Background: an optimization exercise with open tools, aiming at small area. Do not read the settings as production practice. Function was checked by simulation only, so behaviour that the tests miss may differ from the original. The clock port is modelled as an ideal driver; clocking choices that lean on that would not hold on a real chip. No activity file was given, so power comes from the tool's default toggle rates.

Design pcore_id, start of the top module:
module pcore_id (
    input  logic          clk,
    input  logic          rst_n,                  
    input  logic [100:0]  if2id_data_i,           
    input  logic [1:0]    if2id_ctrl_i,           
    input  logic [1:0]    csr2id_fb_i,            
    input  logic [37:0]   wrb2id_fb_i,            
    output logic [196:0]  id2exe_data_o,          
    output logic [40:0]   id2exe_ctrl_o           
);
type_wrb2id_fb_s      wrb2id_fb;
assign wrb2id_fb = type_wrb2id_fb_s'(wrb2id_fb_i);
logic                 valid_q;                
logic [100:0]         if2id_data_q;
logic [1:0]           if2id_ctrl_q;
logic [1:0]           csr2id_fb_q;
always_ff @(posedge clk) begin
    if (~rst_n) begin
        valid_q      <= 1'b0;
        if2id_data_q <= '0;
        if2id_ctrl_q <= '0;
        csr2id_fb_q  <= '0;
    end else begin
        valid_q      <= 1'b1;
        if2id_data_q <= if2id_data_i;
        if2id_ctrl_q <= if2id_ctrl_i;
        csr2id_fb_q  <= csr2id_fb_i;
    end
end
type_if2id_data_s     if2id_data;
assign if2id_data = type_if2id_data_s'(if2id_data_q);
logic [32-1:0]     rs1_data, rs2_data;
reg_file rf_module (
    .rst_n          (rst_n),
    .clk            (clk),
    .rs1_addr_i     (if2id_data.instr[19:15]),
    .rs2_addr_i     (if2id_data.instr[24:20]),
    .rs1_data_o     (rs1_data),
    .rs2_data_o     (rs2_data),
    .rd_wr_req_i    (wrb2id_fb.rd_wr_req),
    .rd_addr_i      (wrb2id_fb.rd_addr),
    .rd_data_i      (wrb2id_fb.rd_data)
);
type_id2exe_data_s    id2exe_data;
type_id2exe_ctrl_s    id2exe_ctrl;
decode decode_module (
    .if2id_data_i   (if2id_data),
  ...
Size in the first run: about 4,900 cells after synthesis, ~1,100 flip-flops, ~380 I/O pins, roughly 47,000 um2 of cells after synthesis.
==> flow/config.mk <==
export PLATFORM = sky130hd
export DESIGN_NAME = pcore_id
export DESIGN_NICKNAME = pcore_id
export VERILOG_FILES = /design/flow/design.v
export SDC_FILE = /design/flow/constraint.sdc
export NUM_CORES = 4
export LEC_CHECK = 0
export CAP_MARGIN = 10
export CELL_PAD_IN_SITES_DETAIL_PLACEMENT = 1
export CELL_PAD_IN_SITES_GLOBAL_PLACEMENT = 1
export CORE_MARGIN = 2
export CORE_UTILIZATION = 35
export PLACE_DENSITY = 0.45
export SETUP_SLACK_MARGIN = 0.3
export SLEW_MARGIN = 10
==> flow/constraint.sdc <==
create_clock -name core_clock -period 10.0 [get_ports {clk}]
set_input_delay 2.0000 -clock core_clock [delete_from_list [all_inputs] [get_ports {clk}]]
set_output_delay 2.0000 -clock core_clock [all_outputs]
set_load 0.01 [all_outputs]
standard.sh (not shown) runs the stock make flow with config.mk's settings and CLKGATE_MAP_FILE= SYNTH_SCRIPT=/design/flow/synth_recipe.tcl, a recipe that flattens the netlist after the stock synthesis.
==> flow/flow/run.sh <==
#!/bin/bash
# Standard ORFS layout (the standard.sh) with these changes:
#  - ports are buffered with the smallest buffer (buf_1) instead of ORFS's default pick
#  - clock tree: clkbuf_4 buffers, small sink clusters, no dummy loads
set -euo pipefail
bash standard.sh \
  "BUFFER_PORTS_ARGS=-buffer_cell sky130_fd_sc_hd__buf_1" \
  "CTS_ARGS=-sink_clustering_enable -repair_clock_nets -dont_use_dummy_load -buf_list sky130_fd_sc_hd__clkbuf_4 -sink_clustering_size 6 -sink_clustering_max_diameter 50" \
  finish > standard_flow.log 2>&1
Next try:
==> flow/flow/run.sh (replaced) <==
#!/bin/bash
# Standard ORFS layout (the standard.sh) with these changes:
#  - ports are buffered with the smallest buffer (buf_1) instead of ORFS's default pick
#  - clock tree: clkbuf_4 buffers, small sink clusters, no dummy loads
#  - after clock tree synthesis, cells with spare slack are downsized (flow/post_cts.tcl)
set -euo pipefail
bash standard.sh \
  "BUFFER_PORTS_ARGS=-buffer_cell sky130_fd_sc_hd__buf_1" \
  "CTS_ARGS=-sink_clustering_enable -repair_clock_nets -dont_use_dummy_load -buf_list sky130_fd_sc_hd__clkbuf_4 -sink_clustering_size 8 -sink_clustering_max_diameter 50" \
  "POST_CTS_TCL=$PWD/flow/post_cts.tcl" \
  finish > standard_flow.log 2>&1
==> flow/flow/post_cts.tcl (new file) <==
# Downsize cells that have timing slack to spare (power recovery also
# shrinks area), then legalize the placement again.
repair_timing -recover_power 100 -setup_margin 0.3 -match_cell_footprint
detailed_placement
check_placement -verbose
The new run completed, yet does not pass: capacitance limit, slew limit.
Design area decreases by 0.35%.
Total power decreases by 2.8%.
Cell count is about the same.
Die area is unchanged.
Clock power decreases by 8.2%.
Sequential share of layout area increases by 0.15 points.
Maximum frequency decreases by 6.8%.
Critical path depth increases by 1.
Next try:
==> flow/flow/run.sh (replaced) <==
#!/bin/bash
# Standard ORFS layout (the standard.sh) with these changes:
#  - ports are buffered with the smallest buffer (buf_1) instead of ORFS's default pick
#  - clock tree: clkbuf_4 buffers, small sink clusters, no dummy loads
set -euo pipefail
bash standard.sh \
  "BUFFER_PORTS_ARGS=-buffer_cell sky130_fd_sc_hd__buf_1" \
  "CTS_ARGS=-sink_clustering_enable -repair_clock_nets -dont_use_dummy_load -buf_list sky130_fd_sc_hd__clkbuf_4 -sink_clustering_size 8 -sink_clustering_max_diameter 50" \
  finish > standard_flow.log 2>&1
removed: flow/flow/post_cts.tcl
Now the flow completed with no timing, DRC or antenna violations.
Setup slack improved by 0.51 ns.
Final area hardly moves.
Synthesized area is unchanged.
Synthesized cell count is unchanged.
Non-clock buffer count drops by 14.
Wire length stays flat.
Sequential power stays flat.
Sequential cell count does not change.
Sequential share of layout area hardly moves.
Global-route usage is about the same.
Next try:
--- a/flow/config.mk
+++ b/flow/config.mk
@@ -10,6 +10,6 @@
 export CELL_PAD_IN_SITES_GLOBAL_PLACEMENT = 1
 export CORE_MARGIN = 2
-export CORE_UTILIZATION = 35
-export PLACE_DENSITY = 0.45
+export CORE_UTILIZATION = 40
+export PLACE_DENSITY = 0.6
 export SETUP_SLACK_MARGIN = 0.3
 export SLEW_MARGIN = 10
After rerunning: The new run reached the layout checks and failed them: capacitance limit, slew limit; flip-flop and latch count stays the same; non-clock buffer count shrinks by 5; cell area shrinks slightly; worst setup slack got worse by 0.11 ns; synthesized cell count stays the same.

static timing again, ports no longer ideal:
The results above use ideal ports. As a check the final layouts listed here were re-extracted and re-timed, cells and wires unchanged. Step 1 assumes that a clkbuf_16 drives the clock port and a buf_2 every other input. Step 2, shift: input delay + t, output delay - t, t = (earliest + latest rising clock arrival at the registers) / 2. This alone moves slack from input paths to output paths. Three values: ideal ports, drivers, drivers and shift; two values: the first two.
run	t, ns	slack for setup (ns)	latest minus earliest clock arrival (ns)	pins driven straight from the clock port
the first run	1.329	2.677 / 2.606 / 3.936	0.142 / 0.143	1
the second run	1.317	2.142 / 2.068 / 3.385	0.111 / 0.111	1
the third run	1.339	2.653 / 2.578 / 3.918	0.114 / 0.113	1
the fourth run	1.218	2.540 / 2.459 / 3.678	0.129 / 0.129	1
